This design comes from an exercise in tuning for small area on the open sky130 flow, not from production work.
The RTL was checked by simulation tests, not by an equivalence proof against the original design.

== job 7236 ==
## cordic_pipeline
module cordic_pipeline(
    input  wire         clk,
    input  wire         rst,
    input  wire         valid_in,
    input  wire  signed [15:0] x_in,
    input  wire  signed [15:0] y_in,
    output reg   signed [15:0] magnitude,
    output reg          valid
);
Settings: LEC_CHECK=0, CAP_MARGIN=20, CORE_MARGIN=2, CORE_UTILIZATION=60, CTS_BUF_LIST=sky130_fd_sc_hd__clkbuf_8, CTS_CLUSTER_DIAMETER=60, CTS_CLUSTER_SIZE=20, PLACE_DENSITY=0.7, SLEW_MARGIN=20, SYNTH_HIERARCHICAL=1, SYNTH_MINIMUM_KEEP_SIZE=0; clock period 5.0 ns.
standard.sh (not shown) runs the stock make flow with config.mk's settings and CLKGATE_MAP_FILE= SYNTH_SCRIPT=/design/flow/synth_recipe.tcl, a recipe that flattens the netlist after the stock synthesis.
==> flow/flow/run.sh <==
#!/bin/bash
set -euo pipefail
CTS="-sink_clustering_enable -repair_clock_nets -dont_use_dummy_load"
CTS="$CTS -buf_list sky130_fd_sc_hd__clkbuf_8 -sink_clustering_size 20 -sink_clustering_max_diameter 60"
bash standard.sh "CTS_ARGS=$CTS" finish > flow_make.log 2>&1
The following lists how job 7978 was set up differently from job 7236:
Settings: a change of CAP_MARGIN from 20 to 5; a change of SLEW_MARGIN from 20 to 5.
==> flow/flow/run.sh <==
#!/bin/bash
set -euo pipefail
CTS="-sink_clustering_enable -repair_clock_nets -dont_use_dummy_load"
CTS="$CTS -buf_list sky130_fd_sc_hd__clkbuf_8 -sink_clustering_size 20 -sink_clustering_max_diameter 60"
bash standard.sh "CTS_ARGS=$CTS" "BUFFER_PORTS_ARGS=-buffer_cell sky130_fd_sc_hd__buf_1" finish > flow_make.log 2>&1
Results
Compared job 7978 against job 7236; final critical-path share of the clock period within noise.
Row worst max-slew margin expressed relative to the limit: job 7978 lower / job 7236 higher
Going from job 7236 to job 7978, number of logic stages on the critical path including buffering down 2; peak fanout along the critical path up 2.
Final clock skew, job 7236 and job 7978: higher on job 7236
When job 7978 is set beside job 7236, its via count turns out to be 1.1% larger.
The following lists how job 8791 was set up differently from job 7978:
Settings: swapping 5 for 20 in SLEW_MARGIN; swapping 5 for 20 in CAP_MARGIN.
==> flow/run.sh (new file) <==
#!/bin/bash
# synth_recipe.tcl (not shown) runs the flow's synth.tcl, then flattens the netlist and writes it again
# the make line also repeats each setting of config.mk as NAME=value (left out here)
make -C /OpenROAD-flow-scripts/flow DESIGN_CONFIG=/design/flow/config.mk WORK_HOME=/design/flow/orfs CLKGATE_MAP_FILE= SYNTH_SCRIPT=/design/flow/synth_recipe.tcl finish
removed: flow/flow/run.sh
removed: flow/standard.sh
Results
- Having completed the whole flow, job 8791 delivered a layout that passed the timing, design-rule and antenna checks.
- Job 7978 and job 8791 ended up with nearly the same wire length after detailed routing.
- Job 8791 against job 7978; via count is down slightly.
- In job 8791 the final critical-path required period turned out 0.0067 ns lower than in job 7978.
- Number of nets in the layout across job 7978 and job 8791: no real change.
--- input diff job 8791..job 4308 ---
==> flow/flow/run.sh (new file) <==
#!/bin/bash
set -euo pipefail
CTS="-sink_clustering_enable -repair_clock_nets -dont_use_dummy_load"
CTS="$CTS -buf_list sky130_fd_sc_hd__clkbuf_8 -sink_clustering_size 20 -sink_clustering_max_diameter 60"
bash standard.sh "CTS_ARGS=$CTS" "BUFFER_PORTS_ARGS=-buffer_cell sky130_fd_sc_hd__buf_1" finish > flow_make.log 2>&1
==> flow/standard.sh (new file) <==
#!/bin/bash
# synth_recipe.tcl (not shown) runs the flow's synth.tcl, then flattens the netlist and writes it again
# the make line also repeats each setting of config.mk as NAME=value (left out here)
make -C /OpenROAD-flow-scripts/flow DESIGN_CONFIG=/design/flow/config.mk WORK_HOME=/design/flow/orfs CLKGATE_MAP_FILE= SYNTH_SCRIPT=/design/flow/synth_recipe.tcl "${@:-finish}"
removed: flow/run.sh
Findings:
- Against job 8791 as the reference, job 4308 delivers a lower number of gates resized after CTS.
- Of job 8791 and job 4308, the run reporting the lower final critical path time including I/O delays and setup was job 8791.
- Relative to job 8791, number of stages on the worst setup path decreased by 1 in job 4308.
- Between job 8791 and job 4308, the post-route non-filler standard cell count is higher for job 8791.
- Worst hold slack: job 4308 < job 8791
- The area used by multi-input combinational logic on job 4308 is in line with that on job 8791.
- Job 4308 vs. job 8791: highest attainable clock frequency shows no meaningful change, routability congestion estimate lost about 0.54%, final worst setup slack shrank by 0.0046 ns.
#### Input delta (job 6283 over job 4308)
==> flow/flow/run.sh <==
#!/bin/bash
set -euo pipefail
CTS="-sink_clustering_enable -repair_clock_nets -dont_use_dummy_load"
CTS="$CTS -buf_list sky130_fd_sc_hd__clkbuf_16 -sink_clustering_size 28 -sink_clustering_max_diameter 70"
bash standard.sh "CTS_ARGS=$CTS" "BUFFER_PORTS_ARGS=-buffer_cell sky130_fd_sc_hd__buf_1" finish > flow_make.log 2>&1
==> notes.md <==
Job 6283 vs job 4308: arrival time reported for the critical path endpoint up. Looking at cell depth of the worst setup path, job 6283 sits 2 higher than job 4308 does. From job 4308 to job 6283 the numbers moved as follows: filler cell count in the final layout now sits lower; post-cts resize count -3; final worst-path setup slack decreased by 0.023 ns relative to the old numbers; fmax went down. Job 6283 finished every stage and its layout cleared the timing, design-rule and antenna checks. Between job 6283 and job 4308, it is job 6283 whose wire length of the first global-routing pass is higher, by 0.65%. Compared with job 4308, in job 6283 number of vias in the routed layout increased by 0.49% relative to the old numbers, hold slack went up by 0.031 ns.
### job 6283 -> job 8998
Settings: swapping 60 for 72 in CORE_UTILIZATION; swapping 0.7 for 0.82 in PLACE_DENSITY.
==> flow/flow/run.sh <==
#!/bin/bash
set -euo pipefail
CTS="-sink_clustering_enable -repair_clock_nets -dont_use_dummy_load"
CTS="$CTS -buf_list sky130_fd_sc_hd__clkbuf_8 -sink_clustering_size 20 -sink_clustering_max_diameter 60"
bash standard.sh "CTS_ARGS=$CTS" "BUFFER_PORTS_ARGS=-buffer_cell sky130_fd_sc_hd__buf_1" finish > flow_make.log 2>&1
Findings:
- Re final cell count: job 6283 and job 8998 aren't equal, and the lower value belongs to job 8998.
- From job 6283 to job 8998 the numbers moved as follows: first-iteration DRC count higher, final area lower.

## what the ideal ports hide
The flow's constraints put no driver on any port. The routed layouts listed below were extracted and timed again, unchanged, in two steps.
Step 1: set_driving_cell puts a clkbuf_16 on clk and a buf_2 on each other input, an assumption about the parent block.
Step 2, shift: input delay + t, output delay - t, t = (earliest + latest rising clock arrival at the registers) / 2. This alone moves slack from input paths to output paths.
a / b / c = ideal / step 1 / step 2; a / b = the first two.
run	t (ns)	setup WS [ns]	worst slew at a driven data input, ns	pins driven straight from the clock port
job 7236	0.583	0.081 / 0.031 / -0.086	0.04	1
job 7978	0.590	0.082 / 0.034 / 0.142	0.04	1
job 8791	0.605	0.089 / 0.039 / -0.072	0.04	1
job 4308	0.589	0.084 / 0.036 / 0.149	0.04	1
job 6283	0.615	0.061 / 0.008 / 0.153	0.04	1
job 8998	0.637	0.082 / 0.034 / 0.045	0.04	1
Met with ideal ports but missed after step 2: setup timing in job 7236 and job 8791. For job 7236, which loses most, drivers alone change the setup slack by -0.050 ns; drivers and shift together by -0.167 ns.
